This design comes from an exercise in tuning for small area, a short achievable clock period and few clock cycles on the open sky130 flow, not from production work. Where RTL was checked, it was by simulation tests only, not by an equivalence proof against the original. Power and IR drop assume default switching activity.

==> flow/design.v <==
`timescale 1ns/10ps
module  ATCONV(
	input		clk,
	input		reset,
	output	reg	busy,
	input		ready,
	output reg	[11:0]	iaddr,
	input signed [12:0]	idata,
	output	reg 	cwr,
	output reg	[11:0]	caddr_wr,
	output reg 	[12:0] 	cdata_wr,
	output	reg 	crd,
	output  	[11:0] 	caddr_rd,
	input 	[12:0] 	cdata_rd,
	output reg 	csel
	);
reg        fin;
reg [1:0]  ph;         
reg [6:0]  r;          
reg        ex;         
reg [8:0]  D;          
reg [11:0] T;          
reg [12:0] U;          
reg [12:0] Xa;         
reg [11:0] Xb;         
reg        colv;       
reg        colsp;      
reg [11:0] pos;        
reg        pw;         
reg [12:0] RD;         
reg        cr6;        
assign caddr_rd = {caddr_wr[11:7], cr6, caddr_wr[5:0]};
wire [5:0] x  = iaddr[5:0];
wire [5:0] n  = {x[0], x[5:1] ^ {5{x[0]}}};
wire       n0 = (x == 6'd0) & ~ex;
wire [5:0] n1 = n + 6'd1;
wire       wrap = (x == 6'd1);           
wire [5:0] xn = ex ? 6'd0 : wrap ? 6'd0 : {n1[4:0] ^ {5{n1[5]}}, n1[5]};
wire [6:0] r_n = r + {6'd0, ex};
wire [5:0] rtop = (r < 7'd2) ? 6'd0 : r[5:0] - 6'd2;
wire [5:0] rbot = (r > 7'd61) ? 6'd63 : r[5:0] + 6'd2;
wire [5:0]  ro = pos[11:6];
wire [5:0]  o  = pos[5:0];
wire [11:0] pn = pos + 12'd1;
wire [4:0]  cn = pn[4:0] ^ {5{pn[5]}};
wire [4:0]  co = o[4:0] ^ {5{o[5]}};
wire [12:0] so  = Xa + ~{1'b0, T};
wire [12:0] l0  = so[12] ? 13'd0 : so;
wire [11:0] sel = colsp ? T : Xb;
wire        gt  = RD > cdata_wr;
wire [12:0] mx  = gt ? RD : cdata_wr;
wire [12:0] rr  = (RD[3:0] == 4'd0) ? RD : {RD[12:4] + 9'd1, 4'd0};
wire [12:0] rc  = (cdata_wr[3:0] == 4'd0) ? cdata_wr : {cdata_wr[12:4] + 9'd1, 4'd0};
wire [12:0] mr  = gt ? rr : rc;
always @(posedge clk) begin
	D  <= idata[12:4];
	RD <= cdata_rd;
	if (reset) begin
		busy <= 1'b0;
		fin <= 1'b0;
		ph <= 2'd0;
		r <= 7'd0;
		ex <= 1'b0;
		iaddr <= 12'd0;
		colv <= 1'b0;
		pos <= 12'hfff;
		pw <= 1'b0;
		cwr <= 1'b0;
		crd <= 1'b0;
		csel <= 1'b0;
	end else if (!fin) begin
		if (ready) busy <= 1'b1;
		case (ph)
		2'd0: begin
			T <= T + {3'd0, D};
			U <= U + {4'b1111, ~D};
			iaddr[11:6] <= rtop;
			ph <= 2'd1;
			if (pw) cdata_wr <= o[5] ? mr : mx;
			cwr <= pw;
			csel <= 1'b1;
			crd <= 1'b0;
			caddr_wr <= {2'b00, ro[5:1], co};
		end
		2'd1: begin
			T <= {1'b0, D, 2'b11};
			U <= {1'b0, D, 3'b000};
			iaddr[11:6] <= rbot;
			ph <= 2'd2;
			Xa <= {U[11:0], 1'b0} + ~{1'b0, sel};
			Xb <= T;
			colv <= !n0 && !r[6];
			colsp <= n0 || (x == 6'd63);
			if (colv & ro[0] & (o == 6'd31))
				RD <= cdata_wr;
			if (colv) begin
				cdata_wr <= l0;
				pos <= pn;
			end
			caddr_wr <= {pn[11:6], cn, pn[5]};
			cr6 <= 1'b0;
			cwr <= colv;
			csel <= 1'b0;
			crd <= colv & pn[6];
			pw <= colv & pn[6];
			if (r[6] && !ex && x == 6'd2) begin
				busy <= 1'b0;
				fin <= 1'b1;
				cwr <= 1'b0;
				crd <= 1'b0;
			end
		end
		default: begin
			T <= T + {3'd0, D};
			U <= U + {4'b1111, ~D};
			iaddr <= {r_n[5:0], xn};
			ex <= wrap;
			r <= r_n;
			ph <= 2'd0;
			if (pw & o[5]) cdata_wr <= mx;
			cwr <= 1'b0;
			csel <= 1'b1;
			crd <= pw & o[5] & (o != 6'd63);
			caddr_wr <= {2'b00, ro[5:1], cn};
			cr6 <= ro[2];
		end
		endcase
	end
end
endmodule
make LEC_CHECK=0 ABC_CLOCK_PERIOD_IN_PS=2500 CAP_MARGIN=20 CORE_MARGIN=2 CORE_UTILIZATION=40 SETUP_SLACK_MARGIN=5 SLEW_MARGIN=20 finish   # period 8.0 ns
run.sh (not shown) runs the stock make flow with config.mk's settings and CLKGATE_MAP_FILE= SYNTH_SCRIPT=/design/flow/synth_recipe.tcl, a recipe that flattens the netlist after the stock synthesis.
Testbench counts at the start, summed over its fixed seeds: cycles 149,820.
==> next run, changes <==
--- a/flow/design.v
+++ b/flow/design.v
@@ -11,5 +11,5 @@
 	output reg 	[12:0] 	cdata_wr,
 	output	reg 	crd,
-	output  	[11:0] 	caddr_rd,
+	output reg	[11:0] 	caddr_rd,
 	input 	[12:0] 	cdata_rd,
 	output reg 	csel
@@ -29,6 +29,4 @@
 reg        pw;         
 reg [12:0] RD;         
-reg        cr6;        
-assign caddr_rd = {caddr_wr[11:7], cr6, caddr_wr[5:0]};
 wire [5:0] x  = iaddr[5:0];
 wire [5:0] n  = {x[0], x[5:1] ^ {5{x[0]}}};
@@ -99,5 +97,5 @@
 			end
 			caddr_wr <= {pn[11:6], cn, pn[5]};
-			cr6 <= 1'b0;
+			caddr_rd <= {pn[11:7], 1'b0, cn, pn[5]};
 			cwr <= colv;
 			csel <= 1'b0;
@@ -122,6 +120,5 @@
 			csel <= 1'b1;
 			crd <= pw & o[5] & (o != 6'd63);
-			caddr_wr <= {2'b00, ro[5:1], cn};
-			cr6 <= ro[2];
+			caddr_rd <= {2'b00, ro[5:1], cn};
 		end
 		endcase
What happened: The new run went through all stages and came out clean; sequential cell count grows by 11; clock power shrinks by about 0.7%; wire length grows by 10%; via count grows by 9.1%; core utilization shrinks by 1.4 points; final area grows by 6.6%; worst setup slack gains 0.011 ns; area after synthesis grows by 7.6%; power grows by 2.4%; worst hold slack loses 0.016 ns.
No functional check of the RTL was part of the second run of this note.

========
Another version of the RTL of ATCONV (not shown whole).
Size: ~1200 cells after synthesis, ~180 flip-flops, about 11000 µm² of cells after synthesis.
==> module ATCONV, before the edit <==
module  ATCONV(
	input		clk,
	input		reset,
	output	reg	busy,
	input		ready,
	output reg	[11:0]	iaddr,
	input signed [12:0]	idata,
	output	reg 	cwr,
	output reg	[11:0]	caddr_wr,
	output reg 	[12:0] 	cdata_wr,
	output	reg 	crd,
	output reg	[11:0] 	caddr_rd,
	input 	[12:0] 	cdata_rd,
	output reg 	csel
	);
reg        fin;
reg [3:0]  ph;         
reg [5:0]  B;          
reg        ex;         
reg        dup;        
reg [8:0]  D;          
reg [11:0] Ta, Tb;     
reg [12:0] Va, Vb;     
reg [12:0] Xa, Xb;     
reg        colv;       
reg [10:0] pos;        
reg        ov;         
reg [12:0] RD;         
wire ph0 = ph[0];
wire ph1 = ph[1];
wire ph2 = ph[2];
wire ph3 = ph[3];
wire [5:0] x  = iaddr[5:0];
wire [5:0] n  = {x[0], x[5:1] ^ {5{x[0]}}};
wire       n0 = (x == 6'd0) & ~ex;
wire [5:0] n1 = n + 6'd1;
wire       wrap = (x == 6'd1) & ~dup;
wire [5:0] xn = (ex | wrap) ? 6'd0 : dup ? x : {n1[4:0] ^ {5{n1[5]}}, n1[5]};
wire       dupn = ex | ((x == 6'd62) & ~dup);
wire       cv = !n0 && !((x == 6'd63) && !dup) && !B[5];
wire [5:0] B_n = B + {5'd0, ex};
wire [3:0] q   = B[4:1];
wire       p   = B[0];
wire [3:0] qn  = B_n[4:1];
wire [5:0] rtopn = (qn == 4'd0) ? 6'd0 : {qn - 4'd1, 1'b1, B_n[0]};
wire [5:0] rbot  = (q == 4'd15) ? 6'd63 : {q + 4'd1, 1'b0, p};
wire [4:0]  pq = pos[10:7];
wire        pp = pos[6];
wire [5:0]  o  = pos[5:0];
wire [10:0] pn = pos + 11'd1;
wire [4:0]  co = o[4:0] ^ {5{o[5]}};
wire [4:0]  cn = pn[4:0] ^ {5{pn[5]}};
wire        pool = pp | o[5];
wire [11:0] tw = {3'd0, D};
wire [11:0] t4 = {1'b0, D, 2'b00};
wire [12:0] vw = {3'b111, ~D, 1'b0};
wire [12:0] v8 = {D, 4'b0000};
wire [11:0] Ta_n = (ph1 ? 12'd3 : Ta) + (ph2 ? t4 : tw);
wire [12:0] Va_n = (ph0 ? ~{1'b0, Ta} : Va) + (ph0 ? 13'd0 : ph2 ? v8 : vw);
wire [11:0] Tb_n = (ph2 ? 12'd3 : Tb) + (ph3 ? t4 : tw);
wire [12:0] Vb_n = (ph2 ? ~{1'b0, Tb} : Vb) + (ph3 ? v8 : vw);
wire [12:0] so  = ph0 ? Xa + ~{1'b0, Ta} : Xb + ~{1'b0, Tb};
wire [12:0] l0  = so[12] ? 13'd0 : so;
wire        gt  = RD > cdata_wr;
wire [12:0] mx  = gt ? RD : cdata_wr;
wire [12:0] mr  = (mx[3:0] == 4'd0) ? mx : {mx[12:4] + 9'd1, 4'd0};
wire [12:0] mg  = (pp & o[5]) ? mr : mx;
always @(posedge clk) begin
	D  <= idata[12:4];
	RD <= cdata_rd;
	Ta <= Ta_n;
	Va <= Va_n;
	if (!ph1) begin
		Tb <= Tb_n;
		Vb <= Vb_n;
	end
	if (ph0) Xa <= Va;
	if (ph2) Xb <= Vb;
	cdata_wr <= (ph0 | ph2) ? l0 : mg;
	if (reset) begin
		busy <= 1'b0;
		fin <= 1'b0;
		ph <= 4'b0001;
		B <= 6'd0;
		ex <= 1'b0;
		dup <= 1'b1;
		iaddr <= 12'd0;
		colv <= 1'b0;
		ov <= 1'b0;
		pos <= 11'h7ff;
		cwr <= 1'b0;
		crd <= 1'b0;
	end else begin
		if (ready && !fin) busy <= 1'b1;
		ph <= {ph[2:0], ph[3]};
		case (1'b1)
		ph0: begin
			iaddr[11:6] <= {q, 1'b0, p};
			ov <= colv;
			if (colv) pos <= pn;
			cwr <= colv & ~fin;
			crd <= colv & ~pn[6] & pn[5];
			if (B[5] && n0 && !dup) begin
				busy <= 1'b0;
				fin <= 1'b1;
				cwr <= 1'b0;
				crd <= 1'b0;
			end
		end
		ph1: begin
			iaddr[11:6] <= {q, 1'b1, p};
			cwr <= ov & pool & ~fin;
			crd <= ov & pp;
		end
		ph2: begin
			colv <= cv;
			iaddr[11:6] <= rbot;
			cwr <= ov & ~fin;
			crd <= cv & ~pn[6] & pn[5];
		end
		default: begin
			iaddr <= {rtopn, xn};
			ex <= wrap;
			dup <= dupn;
			B <= B_n;
			cwr <= ov & pool & ~fin;
			crd <= cv & pn[6];
		end
		endcase
	end
end
always @(posedge clk) begin
	case (1'b1)
	ph0: begin
		csel <= 1'b0;
		caddr_wr <= {pn[10:7], 1'b0, pn[6], cn, pn[5]};
		caddr_rd <= {pn[10:7], 1'b1, pn[6], cn, 1'b0};
	end
	ph1: begin
		csel <= 1'b1;
		caddr_wr <= {2'b00, pq, 1'b0, co};
		caddr_rd <= {2'b00, pq, 1'b1, co};
	end
	ph2: begin
		csel <= 1'b0;
		caddr_wr <= {pq, 1'b1, pp, co, o[5]};
		caddr_rd <= {pn[10:7], 1'b0, pn[6], cn, 1'b0};
	end
	default: begin
		csel <= 1'b1;
		caddr_wr <= {2'b00, pq, 1'b1, co};
		caddr_rd <= {2'b00, pn[10:7], 1'b0, cn};
	end
	endcase
end
endmodule
Settings: LEC_CHECK=0, ABC_CLOCK_PERIOD_IN_PS=2500, CAP_MARGIN=20, CORE_MARGIN=2, CORE_UTILIZATION=40, SETUP_SLACK_MARGIN=5, SLEW_MARGIN=20; clock period 8.0 ns.
The starting point produced a clean layout.
Testbench counts at the start, summed over its fixed seeds: cycles 102,972.
==> next run, changes <==
--- a/flow/design.v
+++ b/flow/design.v
@@ -61,13 +61,15 @@
 wire [11:0] Tb_n = (ph2 ? 12'd3 : Tb) + (ph3 ? t4 : tw);
 wire [12:0] Vb_n = (ph2 ? ~{1'b0, Tb} : Vb) + (ph3 ? v8 : vw);
 wire [12:0] so  = ph0 ? Xa + ~{1'b0, Ta} : Xb + ~{1'b0, Tb};
 wire [12:0] l0  = so[12] ? 13'd0 : so;
 wire        gt  = RD > cdata_wr;
 wire [12:0] mx  = gt ? RD : cdata_wr;
-wire [12:0] mr  = (mx[3:0] == 4'd0) ? mx : {mx[12:4] + 9'd1, 4'd0};
+wire [12:0] rr  = (RD[3:0] == 4'd0) ? RD : {RD[12:4] + 9'd1, 4'd0};
+wire [12:0] rc  = (cdata_wr[3:0] == 4'd0) ? cdata_wr : {cdata_wr[12:4] + 9'd1, 4'd0};
+wire [12:0] mr  = gt ? rr : rc;
 wire [12:0] mg  = (pp & o[5]) ? mr : mx;
 always @(posedge clk) begin
 	D  <= idata[12:4];
 	RD <= cdata_rd;
 	Ta <= Ta_n;
 	Va <= Va_n;
@@ -88,70 +90,59 @@
 		iaddr <= 12'd0;
 		colv <= 1'b0;
 		ov <= 1'b0;
 		pos <= 11'h7ff;
 		cwr <= 1'b0;
 		crd <= 1'b0;
+		csel <= 1'b0;
 	end else begin
 		if (ready && !fin) busy <= 1'b1;
 		ph <= {ph[2:0], ph[3]};
 		case (1'b1)
 		ph0: begin
 			iaddr[11:6] <= {q, 1'b0, p};
 			ov <= colv;
 			if (colv) pos <= pn;
 			cwr <= colv & ~fin;
+			csel <= 1'b0;
+			caddr_wr <= {pn[10:7], 1'b0, pn[6], cn, pn[5]};
 			crd <= colv & ~pn[6] & pn[5];
+			caddr_rd <= {pn[10:7], 1'b1, pn[6], cn, 1'b0};
 			if (B[5] && n0 && !dup) begin
 				busy <= 1'b0;
 				fin <= 1'b1;
 				cwr <= 1'b0;
 				crd <= 1'b0;
 			end
 		end
 		ph1: begin
 			iaddr[11:6] <= {q, 1'b1, p};
 			cwr <= ov & pool & ~fin;
+			csel <= 1'b1;
+			caddr_wr <= {2'b00, pq, 1'b0, co};
 			crd <= ov & pp;
+			caddr_rd <= {2'b00, pq, 1'b1, co};
 		end
 		ph2: begin
 			colv <= cv;
 			iaddr[11:6] <= rbot;
 			cwr <= ov & ~fin;
+			csel <= 1'b0;
+			caddr_wr <= {pq, 1'b1, pp, co, o[5]};
 			crd <= cv & ~pn[6] & pn[5];
+			caddr_rd <= {pn[10:7], 1'b0, pn[6], cn, 1'b0};
 		end
 		default: begin
 			iaddr <= {rtopn, xn};
 			ex <= wrap;
 			dup <= dupn;
 			B <= B_n;
 			cwr <= ov & pool & ~fin;
+			csel <= 1'b1;
+			caddr_wr <= {2'b00, pq, 1'b1, co};
 			crd <= cv & pn[6];
+			caddr_rd <= {2'b00, pn[10:7], 1'b0, cn};
 		end
 		endcase
 	end
 end
-always @(posedge clk) begin
-	case (1'b1)
-	ph0: begin
-		csel <= 1'b0;
-		caddr_wr <= {pn[10:7], 1'b0, pn[6], cn, pn[5]};
-		caddr_rd <= {pn[10:7], 1'b1, pn[6], cn, 1'b0};
-	end
-	ph1: begin
-		csel <= 1'b1;
-		caddr_wr <= {2'b00, pq, 1'b0, co};
-		caddr_rd <= {2'b00, pq, 1'b1, co};
-	end
-	ph2: begin
-		csel <= 1'b0;
-		caddr_wr <= {pq, 1'b1, pp, co, o[5]};
-		caddr_rd <= {pn[10:7], 1'b0, pn[6], cn, 1'b0};
-	end
-	default: begin
-		csel <= 1'b1;
-		caddr_wr <= {2'b00, pq, 1'b1, co};
-		caddr_rd <= {2'b00, pn[10:7], 1'b0, cn};
-	end
-	endcase
-end
 endmodule
Wire length is higher by 3.7%.
Power rises by 0.90%.
Combinational power hardly moves.
Cell count barely changes.
Die area climbs by 2.8%.
Worst setup slack is better by 0.017 ns.
Global-route usage goes up by 0.32 points.
Testbench counts after the change, summed over its fixed seeds: cycles 102,972.

==> re-timing with driven ports <==
The flow's constraints put no driver on any port. The routed layouts listed below were extracted and timed again, unchanged, in two steps.
Step 1 assumes that a clkbuf_16 drives the clock port and a buf_2 every other input.
Step 2 times the ports against the registers' clock, not the clock port: input delays grow and output delays shrink by t, the midpoint of the rising clock arrivals with the driver on.
Three values: ideal ports, drivers, drivers and shift; two values: the first two.
run | shift t [ns] | slack for setup (ns) | worst setup path after step 2
the first run of note 1 | 0.460 | 5.034 / 4.990 / 4.826 | input to register
the second run of note 1 | 0.468 | 5.044 / 4.998 / 4.861 | input to register
the first run of note 2 | 0.484 | 5.025 / 4.981 / 5.075 | input to register
the second run of note 2 | 0.478 | 5.042 / 4.995 / 4.753 | input to register
After both steps every run listed still meets setup and hold. The setup slack of the second run of note 2, which loses most, moves by -0.047 ns with the drivers and by -0.289 ns with both steps.
